From an optimization exercise on the open Yosys and OpenROAD flow, aimed at small area, a short achievable clock period and few clock cycles per item; shortcuts taken in it are not production practice. The RTL was checked by simulation tests, not by an equivalence proof against the original design.

Setup of job 7757:
// MCycle
module MCycle
#(
    parameter WIDTH = 32
)
(
    input CLK,
    input RESET,
    input Start,
    input [1:0] MCycleOp,
    input [WIDTH-1:0] Operand1,
    input [WIDTH-1:0] Operand2,
    output [WIDTH-1:0] Result,
    output Busy
);
    reg        busy;
    reg [1:0]  op;
    reg [1:0]  stg;
    reg [4:0]  cnt;
    reg        one_q, two_q, neg_q, cin_q;    
    reg        one1_q, two1_q, neg1_q;        
    reg [31:0] R, X, Y;
    reg [8:0]  E;
    reg [7:0]  E2;    
    reg [4:0]  F;     
    reg        A3;    
    assign Result = R;
    assign Busy = busy;
    function [32:0] padd;
        input [31:0] a, b;
        input cin;
        reg [32:0] g, p, G, P;
        integer l, i, j;
        begin
            g = {a & b, cin};
            p = {a ^ b, 1'b0};
            G = g; P = p;
            for (l = 0; l < 6; l = l + 1)
                for (i = 0; i < 33; i = i + 1)
                    if ((i >> l) & 1) begin
                        j = ((i >> l) << l) - 1;
  ...
For scale: about 3,000 cells after synthesis, about 140 flip-flops, ~100 I/O pins.
Settings: LEC_CHECK=0, ABC_AREA=1, CAP_MARGIN=10, CORE_MARGIN=2, CORE_UTILIZATION=30, GPL_ROUTABILITY_DRIVEN=1, SETUP_SLACK_MARGIN=2.9, SLEW_MARGIN=10, SYNTH_HIERARCHICAL=1, TNS_END_PERCENT=10; clock period 6.5 ns.
run.sh (not shown) runs the stock make flow with config.mk's settings and CLKGATE_MAP_FILE= SYNTH_SCRIPT=/design/flow/synth_recipe.tcl, a recipe that flattens the netlist after the stock synthesis.
Testbench counts of job 7757, summed over its fixed seeds: cycles 14,740, items 1,920.
The following lists how job 2755 was set up differently from job 7757:
-- flow/config.mk --
<<< job 7757, line 8
export ABC_AREA = 1
export CAP_MARGIN = 10
export CORE_MARGIN = 2
export CORE_UTILIZATION = 30
export GPL_ROUTABILITY_DRIVEN = 1
export SETUP_SLACK_MARGIN = 2.9
export SLEW_MARGIN = 10
export SYNTH_HIERARCHICAL = 1
>>> job 2755, line 8
export ABC_AREA = 1
export CAP_MARGIN = 20
export CORE_MARGIN = 2
export CORE_UTILIZATION = 25
export GPL_ROUTABILITY_DRIVEN = 1
export SETUP_SLACK_MARGIN = 2.9
export SLEW_MARGIN = 20
export SYNTH_HIERARCHICAL = 1
--- outcome ---
- Global-route wire length before repair in job 2755 is about 2.6% lower than in job 7757
- Routed wire length, job 2755 and job 7757: higher on job 7757
- Across both runs, final critical path time including I/O delays and setup was lower for job 2755 than for job 7757.
- Comparing met3 capacity usage during global routing for job 2755 and job 7757, the smaller number came from job 2755.
- Number of stages on the worst hold path ended up 1 higher on job 2755 than on job 7757.
Input-level comparison between job 7092 and job 2755:
-- flow/config.mk --
<<< job 2755, line 10
export CORE_MARGIN = 2
export CORE_UTILIZATION = 25
export GPL_ROUTABILITY_DRIVEN = 1
>>> job 7092, line 10
export CORE_MARGIN = 2
export CORE_UTILIZATION = 22
export GPL_ROUTABILITY_DRIVEN = 1
Job 7092 went all the way through synthesis, placement and routing and the layout is clean on timing, DRC and antenna.
Between job 7092 and job 2755, it is job 7092 whose final layout net count is higher, by 2.1%.
Global-route usage ended up 2.5 points lower on job 7092 than on job 2755.
Summary of the comparison: cell area is higher in job 7092, relative to job 2755.
Looking at worst hold margin, job 7092 sits 0.022 ns lower than job 2755 does.
Summary of job 7092 over job 2755: non-clock buffer count went up, routed wire length rose 4.7%, number of cells traversed by the worst register-to-register path went down 1, post-CTS resize count grew by 11%.
Input-level comparison between job 9161 and job 7092:
-- flow/config.mk --
<<< job 7092, line 10
export CORE_MARGIN = 2
export CORE_UTILIZATION = 22
export GPL_ROUTABILITY_DRIVEN = 1
>>> job 9161, line 10
export CORE_MARGIN = 2
export CORE_UTILIZATION = 30
export GPL_ROUTABILITY_DRIVEN = 1
<<< job 7092, line 15
export SYNTH_HIERARCHICAL = 1
export TNS_END_PERCENT = 10
>>> job 9161, line 15
export SYNTH_HIERARCHICAL = 1
export TNS_END_PERCENT = 3
[job 9161] number of buffer and inverter instances along the worst setup path fell 1 relative to job 7092
Side by side, critical path data required time turned out higher in job 9161 than in job 7092.
Job 9161 reports its capturing element of the worst setup path as R[12]$_DFF_P_ while job 7092 reports R[23]$_DFF_P_.
Against job 7092 as the reference, job 9161 delivers a higher initial antenna violation count.
Job 9161 — sequential share of layout area 0.74 points higher, job 7092 as reference
Going from job 7092 to job 9161, instance area at placement shrinks by about 1.8%.
Compared with job 7092, job 9161 shows a length of routed met2 wiring that is about 0.6% higher.
Input-level comparison between job 8946 and job 9161:
-- flow/config.mk --
<<< job 9161, line 10
export CORE_MARGIN = 2
export CORE_UTILIZATION = 30
export GPL_ROUTABILITY_DRIVEN = 1
>>> job 8946, line 10
export CORE_MARGIN = 2
export CORE_UTILIZATION = 18
export GPL_ROUTABILITY_DRIVEN = 1
<<< job 9161, line 15
export SYNTH_HIERARCHICAL = 1
export TNS_END_PERCENT = 3
>>> job 8946, line 15
export SYNTH_HIERARCHICAL = 1
export TNS_END_PERCENT = 10
### Flow results
Job 8946 ran to completion and came out clean on the timing, DRC and antenna checks. The final core area utilization of job 8946 falls short of that of job 9161 by 14 points. Taking job 9161 over job 8946, the well tap count ratio works out to 0.61. Fmax: job 8946 below job 9161. On final worst setup slack, the higher figure sits with job 9161, not job 8946. As far as maximum clock path buffer count goes, job 8946 and job 9161 are indistinguishable; the numbers are identical. Number of placement rows ended up about 30% higher on job 8946 than on job 9161.


Starting RTL as in the previous note.
Settings: LEC_CHECK=0, ABC_AREA=1, CAP_MARGIN=20, CORE_MARGIN=2, CORE_UTILIZATION=25, GPL_ROUTABILITY_DRIVEN=1, SETUP_SLACK_MARGIN=2.8, SLEW_MARGIN=20, SYNTH_HIERARCHICAL=1, TNS_END_PERCENT=10; clock period 6.5 ns.
Testbench counts at the start, summed over its fixed seeds: cycles 14,740, items 1,920.
Then changed:
--- a/flow/config.mk
+++ b/flow/config.mk
@@ -11 +11 @@
-export CORE_UTILIZATION = 25
+export CORE_UTILIZATION = 40
@@ -13 +13 @@
-export SETUP_SLACK_MARGIN = 2.8
+export SETUP_SLACK_MARGIN = 2.9
Utilization is higher by 21 points.
Design area climbs by 2.8%.
Routed wire length climbs by 9.9%.
Flip-flop and latch count does not change.
Non-clock buffer count came out higher by 61.
Count of clock-buffer cells in the layout went down by 2.


Starting RTL as in the previous note.
Settings: LEC_CHECK=0, ABC_AREA=1, CAP_MARGIN=20, CORE_MARGIN=2, CORE_UTILIZATION=30, GPL_ROUTABILITY_DRIVEN=1, SETUP_SLACK_MARGIN=3.2, SLEW_MARGIN=20, SYNTH_HIERARCHICAL=1, TNS_END_PERCENT=10; clock period 6.5 ns.
Testbench counts at the start, summed over its fixed seeds: cycles 14,740, items 1,920.
Edit:
Settings changed: CORE_UTILIZATION 30 to 22, SETUP_SLACK_MARGIN 3.2 to 3.1.
Result:
- global-route usage goes down by 6.3 points
- design area is about the same
Edit:
Settings changed: CAP_MARGIN 20 to 10, SETUP_SLACK_MARGIN 3.1 to 2.9, SLEW_MARGIN 20 to 10.
=> Worst setup slack loses 0.022 ns. Synthesized cell count is unchanged. Hold slack loses 0.022 ns. Global-route usage fell by 0.78 points.
Edit:
Settings changed: CAP_MARGIN 10 to 20, CORE_UTILIZATION 22 to 30, SLEW_MARGIN 10 to 20.
What happened: The new run completed with no timing, DRC or antenna violations; routed wire length drops by 1.2%; cell count drops by 8.5%; design area drops by 5.6%; setup slack got worse by 0.11 ns; hold slack got worse by 0.0051 ns; non-clock buffer count drops by 70; die area drops by 26%.

==> separate check: timing with driven ports <==
How much do the figures lean on ideal ports? The routed layouts below were timed once more, with nothing changed but the port constraints. Step 1, drivers: a clkbuf_16 drives CLK and a buf_2 each remaining input, both assumed. Step 2 times the ports against the registers' clock, not the clock port: input delays grow and output delays shrink by t, the midpoint of the rising clock arrivals with the driver on. Three values: no drivers, after step 1, after step 2; two values: the first two.
run	t (ns)	setup slack, ns	worst setup path after step 2
job 7757	0.529	2.545 / 2.545 / 2.163	input to register
job 2755	0.525	2.632 / 2.665 / 2.140	input to register
job 7092	0.534	2.663 / 2.663 / 2.287	input to register
job 9161	0.534	2.573 / 2.573 / 2.131	input to register
job 8946	0.537	2.545 / 2.545 / 2.125	input to register
the first run of note 2	0.539	2.652 / 2.652 / 2.200	input to register
the second run of note 2	0.523	2.640 / 2.640 / 2.203	input to register
the first run of note 3	0.535	2.678 / 2.678 / 2.216	input to register
the second run of note 3	0.539	2.685 / 2.685 / 2.225	input to register
the third run of note 3	0.534	2.663 / 2.663 / 2.287	input to register
the fourth run of note 3	0.528	2.558 / 2.558 / 2.176	input to register
After both steps every run listed still meets setup and hold. For job 2755, which loses most, drivers alone change the setup slack by +0.033 ns; drivers and shift together by -0.492 ns.
